Context: an optimization exercise on an open-source flow, tuned for small area, a short achievable clock period and few clock cycles. The choices shown serve that exercise and are no tape-out recipe. In this exercise RTL edits were held to simulation tests only and were not proved equivalent to the original. Power and IR drop assume default switching activity.

==> trial 25 <==
Design cpu_top_pipeline, start of the top module:
module cpu_top_pipeline(input logic clk, input logic reset,
output logic [31:0] pc, input logic [31:0] instr,
output logic [31:0] dmem_addr, output logic [31:0] dmem_wdata, output logic dmem_we, input logic [31:0] dmem_rdata,
output logic [31:0] reg_write_data,output logic [4:0] reg_write_addr,
output logic reg_debug);
Settings: LEC_CHECK=0, CAP_MARGIN=20, CORE_MARGIN=2, CORE_UTILIZATION=35, PLACE_DENSITY=0.5, SETUP_SLACK_MARGIN=4.0, SLEW_MARGIN=20; clock period 8.0 ns.
run.sh (not shown) runs the stock make flow with config.mk's settings and CLKGATE_MAP_FILE= SYNTH_SCRIPT=/design/flow/synth_recipe.tcl, a recipe that flattens the netlist after the stock synthesis.
==> inputs of build 74, as changes to trial 25 <==
--- a/flow/design.v
+++ b/flow/design.v
@@ -1,21 +1,41 @@
+module ks_add(input logic [31:0] a, input logic [31:0] b, input logic cin,
+              output logic [31:0] s, output logic co);
+    logic [32:0] g0, p0, g1, p1, g2, p2, g3, p3, g4, p4, g5, p5;
+    assign g0 = {a & b, cin};
+    assign p0 = {a ^ b, 1'b0};
+    ks_level #(.D(1))  l1(.gi(g0), .pi(p0), .go(g1), .po(p1));
+    ks_level #(.D(2))  l2(.gi(g1), .pi(p1), .go(g2), .po(p2));
+    ks_level #(.D(4))  l3(.gi(g2), .pi(p2), .go(g3), .po(p3));
+    ks_level #(.D(8))  l4(.gi(g3), .pi(p3), .go(g4), .po(p4));
+    ks_level #(.D(16)) l5(.gi(g4), .pi(p4), .go(g5), .po(p5));
+    assign s  = p0[32:1] ^ g5[31:0];
+    assign co = g5[32] | (p5[32] & cin);
+endmodule
+module ks_level #(parameter int D = 1)
+    (input logic [32:0] gi, input logic [32:0] pi, output logic [32:0] go, output logic [32:0] po);
+    assign go[D-1:0] = gi[D-1:0];
+    assign po[D-1:0] = pi[D-1:0];
+    assign go[32:D]  = gi[32:D] | (pi[32:D] & gi[32-D:0]);
+    assign po[32:D]  = pi[32:D] & pi[32-D:0];
+endmodule
 module ALU(input logic [31:0] a, input logic [31:0] b, input logic cin,
-           input logic [3:0] op, output logic [31:0] sum, output logic [31:0] y,
+           input logic [4:0] shamt, input logic [3:0] op,
+           output logic [31:0] sum, output logic [31:0] y,
            output logic eq, output logic lt, output logic ltu);
-    logic [32:0] s33;
+    logic        co;
     logic [31:0] sh;
-    assign s33 = {1'b0, a} + {1'b0, b} + {32'b0, cin};
-    assign sum = s33[31:0];
-    assign ltu = ~s33[32];
-    assign lt  = (a[31] != b[31]) ? s33[31] : a[31];
+    ks_add add(.a(a), .b(b), .cin(cin), .s(sum), .co(co));
+    assign ltu = ~co;
+    assign lt  = (a[31] != b[31]) ? sum[31] : a[31];
     assign eq  = &(a ^ b);
     always_comb begin
         case (op[2:0])
-            3'd1: sh = a << b[4:0];
-            default: sh = op[3] ? 32'($signed(a) >>> b[4:0]) : a >> b[4:0];
+            3'd1: sh = a << shamt;
+            default: sh = op[3] ? 32'($signed(a) >>> shamt) : a >> shamt;
         endcase
     end
     always_comb begin
         case (op[2:0])
             3'd0: y = sum;
             3'd2: y = {31'b0, lt};
             3'd3: y = {31'b0, ltu};
@@ -49,29 +69,32 @@
 output logic [31:0] reg_write_data,output logic [4:0] reg_write_addr,
 output logic reg_debug);
 logic [31:0] a_e, b_e, s_e;
 logic [4:0]  rd_e;
 logic [3:0]  aluop_e;
 logic [2:0]  f3_e;
 logic        wr_e, st_e, ld_e, sel_s_e, jalr_e, br_e, pred_e, cin_e;
-logic        fa_e, fb_e, fs_e;
+logic        fal_e, far_e, fbl_e, fbr_e, fsl_e, fsr_e;
+logic [4:0]  shamt_e;
 logic [31:0] res_m, s_m;
 logic [4:0]  rd_m;
 logic        wr_m, st_m, ld_m;
 logic [31:0] result_m;
 assign dmem_addr  = res_m;
 assign dmem_wdata = s_m;
 assign dmem_we    = st_m;
 assign result_m = ld_m ? dmem_rdata : res_m;
 logic [31:0] a, b, s, sum, alu_y, res_e, target;
+logic [4:0]  shamt;
 logic        taken, redirect, lt, ltu, eq;
-assign a = fa_e ? result_m : a_e;
-assign b = fb_e ? (result_m ^ {32{cin_e}}) : b_e;
-assign s = fs_e ? result_m : s_e;
-ALU alu(.a(a), .b(b), .cin(cin_e), .op(aluop_e), .sum(sum), .y(alu_y),
+assign a = fal_e ? dmem_rdata : (far_e ? res_m : a_e);
+assign b = fbl_e ? (dmem_rdata ^ {32{cin_e}}) : (fbr_e ? (res_m ^ {32{cin_e}}) : b_e);
+assign s = fsl_e ? dmem_rdata : (fsr_e ? res_m : s_e);
+assign shamt = fbl_e ? dmem_rdata[4:0] : (fbr_e ? res_m[4:0] : shamt_e);
+ALU alu(.a(a), .b(b), .cin(cin_e), .shamt(shamt), .op(aluop_e), .sum(sum), .y(alu_y),
         .eq(eq), .lt(lt), .ltu(ltu));
 assign res_e = sel_s_e ? s_e : alu_y;
 always_comb begin
     case (f3_e)
         3'd0: taken = eq;
         3'd1: taken = ~eq;
         3'd4: taken = lt;
@@ -84,15 +107,15 @@
 assign target   = jalr_e ? {sum[31:1], 1'b0} : s_e;
 logic [6:0]  opc;
 logic [4:0]  rs1, rs2, rd;
 logic [2:0]  f3;
 logic        is_lui, is_auipc, is_jal, is_jalr, is_br, is_ld, is_st, is_op, is_opimm;
 logic [31:0] imm_i, imm_s, imm_b, imm_u, imm_j;
 logic [31:0] rf1, rf2, rv1, rv2;
-logic [31:0] pc4, pc_jb, pc_next;
+logic [31:0] pc4, pc_jb;
 logic        sub, predict, use_rs2;
 logic        e1, e2, m1, m2;
 assign opc = instr[6:0];
 assign rd  = instr[11:7];
 assign f3  = instr[14:12];
 assign rs1 = instr[19:15];
 assign rs2 = instr[24:20];
@@ -119,24 +142,32 @@
 assign e1 = wr_e & (rd_e == rs1);
 assign e2 = wr_e & (rd_e == rs2);
 assign m1 = wr_m & (rd_m == rs1);
 assign m2 = wr_m & (rd_m == rs2);
 assign rv1 = m1 ? result_m : rf1;
 assign rv2 = m2 ? result_m : rf2;
 assign pc4   = pc + 32'd4;
-assign pc_jb = pc + (is_jal ? imm_j : (is_br ? imm_b : imm_u));
+ks_add add_jb(.a(pc), .b(instr[3] ? imm_j : imm_b), .cin(1'b0), .s(pc_jb), .co());
 assign sub = is_br | (is_op & ((f3 == 3'd0) ? instr[30] : (f3[2:1] == 2'b01))) |
              (is_opimm & (f3[2:1] == 2'b01));
 assign use_rs2 = is_op | is_br;
 assign predict = is_jal | (is_br & (instr[31] | f3[0]));
-assign pc_next = redirect ? target : (predict ? pc_jb : pc4);
+logic [31:0] pc_pred, pc_redir;
+logic        redir_q;
+assign pc = redir_q ? pc_redir : pc_pred;
 always_ff @(posedge clk or posedge reset) begin
-    if (reset) pc <= 32'b0;
-    else       pc <= pc_next;
-end
+    if (reset) begin
+        pc_pred <= 32'b0;
+        redir_q <= 1'b0;
+    end else begin
+        pc_pred <= predict ? pc_jb : pc4;
+        redir_q <= redirect;
+    end
+end
+always_ff @(posedge clk) pc_redir <= target;
 always_ff @(posedge clk or posedge reset) begin
     if (reset) begin
         wr_e   <= 1'b0;
         st_e   <= 1'b0;
         jalr_e <= 1'b0;
         br_e   <= 1'b0;
         wr_m   <= 1'b0;
@@ -151,36 +182,34 @@
     end
 end
 always_ff @(posedge clk) begin
     rd_e    <= rd;
     f3_e    <= f3;
     pred_e  <= instr[31] | f3[0];
     ld_e    <= is_ld;
-    sel_s_e <= is_lui | is_auipc | is_jal | is_jalr;
+    sel_s_e <= is_lui | is_jal | is_jalr;
     aluop_e <= {is_op ? instr[30] : (is_opimm & (f3 == 3'd5) & instr[30]),
                 (is_op | is_opimm) ? f3 : 3'd0};
     cin_e   <= sub;
-    fa_e    <= e1;
-    fb_e    <= e2 & use_rs2;
-    fs_e    <= e2 & is_st;
-    a_e     <= rv1;
+    fal_e   <= e1 & ~is_auipc & ld_e;
+    far_e   <= e1 & ~is_auipc & ~ld_e;
+    fbl_e   <= e2 & use_rs2 & ld_e;
+    fbr_e   <= e2 & use_rs2 & ~ld_e;
+    fsl_e   <= e2 & is_st & ld_e;
+    fsr_e   <= e2 & is_st & ~ld_e;
+    a_e     <= is_auipc ? pc : rv1;
     b_e     <= use_rs2 ? (sub ? ~rv2 : rv2) :
                (is_opimm & sub) ? ~imm_i :
-               (is_st ? imm_s : imm_i);
+               is_st ? imm_s : (is_auipc ? imm_u : imm_i);
+    shamt_e <= is_op ? rv2[4:0] : instr[24:20];
     s_e     <= is_st ? rv2 :
                is_br ? (predict ? pc4 : pc_jb) :
-               is_lui ? imm_u :
-               is_auipc ? pc_jb : pc4;
+               is_lui ? imm_u : pc4;
     rd_m    <= rd_e;
     ld_m    <= ld_e;
     res_m   <= res_e;
     s_m     <= s;
 end
-always_ff @(posedge clk or posedge reset) begin
-    if (reset) reg_debug <= 1'b0;
-    else       reg_debug <= wr_m;
-end
-always_ff @(posedge clk) begin
-    reg_write_addr <= rd_m;
-    reg_write_data <= result_m;
-end
-endmodule
+assign reg_debug      = wr_m;
+assign reg_write_addr = rd_m;
+assign reg_write_data = result_m;
+endmodule
--- a/flow/config.mk
+++ b/flow/config.mk
@@ -4,10 +4,12 @@
 export VERILOG_FILES = /design/flow/design.v
 export SDC_FILE = /design/flow/constraint.sdc
 export NUM_CORES = 4
 export LEC_CHECK = 0
 export CAP_MARGIN = 20
 export CORE_MARGIN = 2
 export CORE_UTILIZATION = 35
+export CTS_BUF_LIST = sky130_fd_sc_hd__clkbuf_4 sky130_fd_sc_hd__clkbuf_8
 export PLACE_DENSITY = 0.5
-export SETUP_SLACK_MARGIN = 4.0
+export SETUP_SLACK_MARGIN = 4.2
 export SLEW_MARGIN = 20
+export TNS_END_PERCENT = 5
==> comparison <==
Build 74 finished clean. Trial 25 completed without violations.
Global-route usage: build 74 is higher than trial 25 (2.5 points).
Of trial 25 and build 74, build 74 has the higher setup slack (gap 0.67 ns).
Clock skew: trial 25 is lower than build 74 (0.033 ns).
Against build 74, the final cell count of trial 25 is smaller by about 3.7%.
Die area: build 74 is higher than trial 25 (3.9%).
Sequential share of layout area: build 74 is higher than trial 25 (0.58 points).
Sequential power: build 74 is higher than trial 25 (about 2.4%).
Between trial 25 and build 74, the lower first-iteration DRC count is in trial 25 (gap about 12%, measured against build 74).
Between trial 25 and build 74, the lower synthesized area is in trial 25 (gap about 4%, measured against build 74).
In build 74 the combinational power is smaller than in trial 25, by 5.0%.
==> figures <==
quantity	trial 25	build 74
Post-route core utilization	45.98%	43.77%
Area used by sequential logic in the layout	0.03523 sq mm	0.03532 sq mm
WHS Endpoint	ld_m	st_m
Wire length of the first global-routing pass	469.0 mm	510.8 mm
CP Launch Point	dmem_rdata[0]	instr[19]
Combinational group share of total power	34.2%	32.9%
Fraction of the mapped netlist area in compound gates	21.53%	22.27%
Outcome	finished clean	finished clean
Cell internal pwr	15290 uW	14470 uW
Portion of the post-synthesis area used by sequential elements	56.77%	54.70%
Worst path setup slack after routing	3.143 ns	3.808 ns
R2R cell count	21	9
Net count after synthesis	5601	5854
Total power divided by cell area	294.6 mW/mm^2	294.1 mW/mm^2
XOR/XNOR share of the synthesized area	2.599%	2.010%
Multiplexer fraction of the synthesized cell area	4.100%	5.585%
Inserted Clock Buffers	139	212
Post-cts resize count	569	758
Number of placed cells counting well taps	7833	8129
Depth of the critical timing path with buffers and inverters included	21	11
Share of layout cells above drive strength 1	25.08%	23.83%
Synthesized area per cell	11.41 sq um	11.33 sq um
Testbench counts of trial 25, summed over its fixed seeds: cycles 451,214.
Testbench counts of build 74, summed over its fixed seeds: cycles 451,214.

[static timing again, ports no longer ideal]
Ports are ideal in the flow. The routed layouts listed here were re-timed in OpenROAD.
Step 1 (the two cells are an assumption about what drives the block):
set clk [get_ports {clk}]
set_driving_cell -lib_cell sky130_fd_sc_hd__clkbuf_16 $clk
set_driving_cell -lib_cell sky130_fd_sc_hd__buf_2 [delete_from_list [all_inputs] $clk]
Step 2 times the ports against the registers' clock, not the clock port: input delays grow and output delays shrink by t, the midpoint of the rising clock arrivals with the driver on.
Slacks: ideal ports / drivers / drivers and shift; pairs: ideal ports / drivers.
run | t (ns) | setup slack, ns | hold WS [ns] | pins driven straight from the clock port
trial 25 | 0.867 | 3.143 / 3.183 / 2.316 | 0.330 / 0.330 / 0.330 | 1
build 74 | 1.139 | 3.808 / 3.783 / 2.659 | 0.349 / 0.349 / 0.349 | 1
After both steps every run listed still meets setup and hold. For build 74, which loses most, drivers alone change the setup slack by -0.025 ns; drivers and shift together by -1.149 ns.
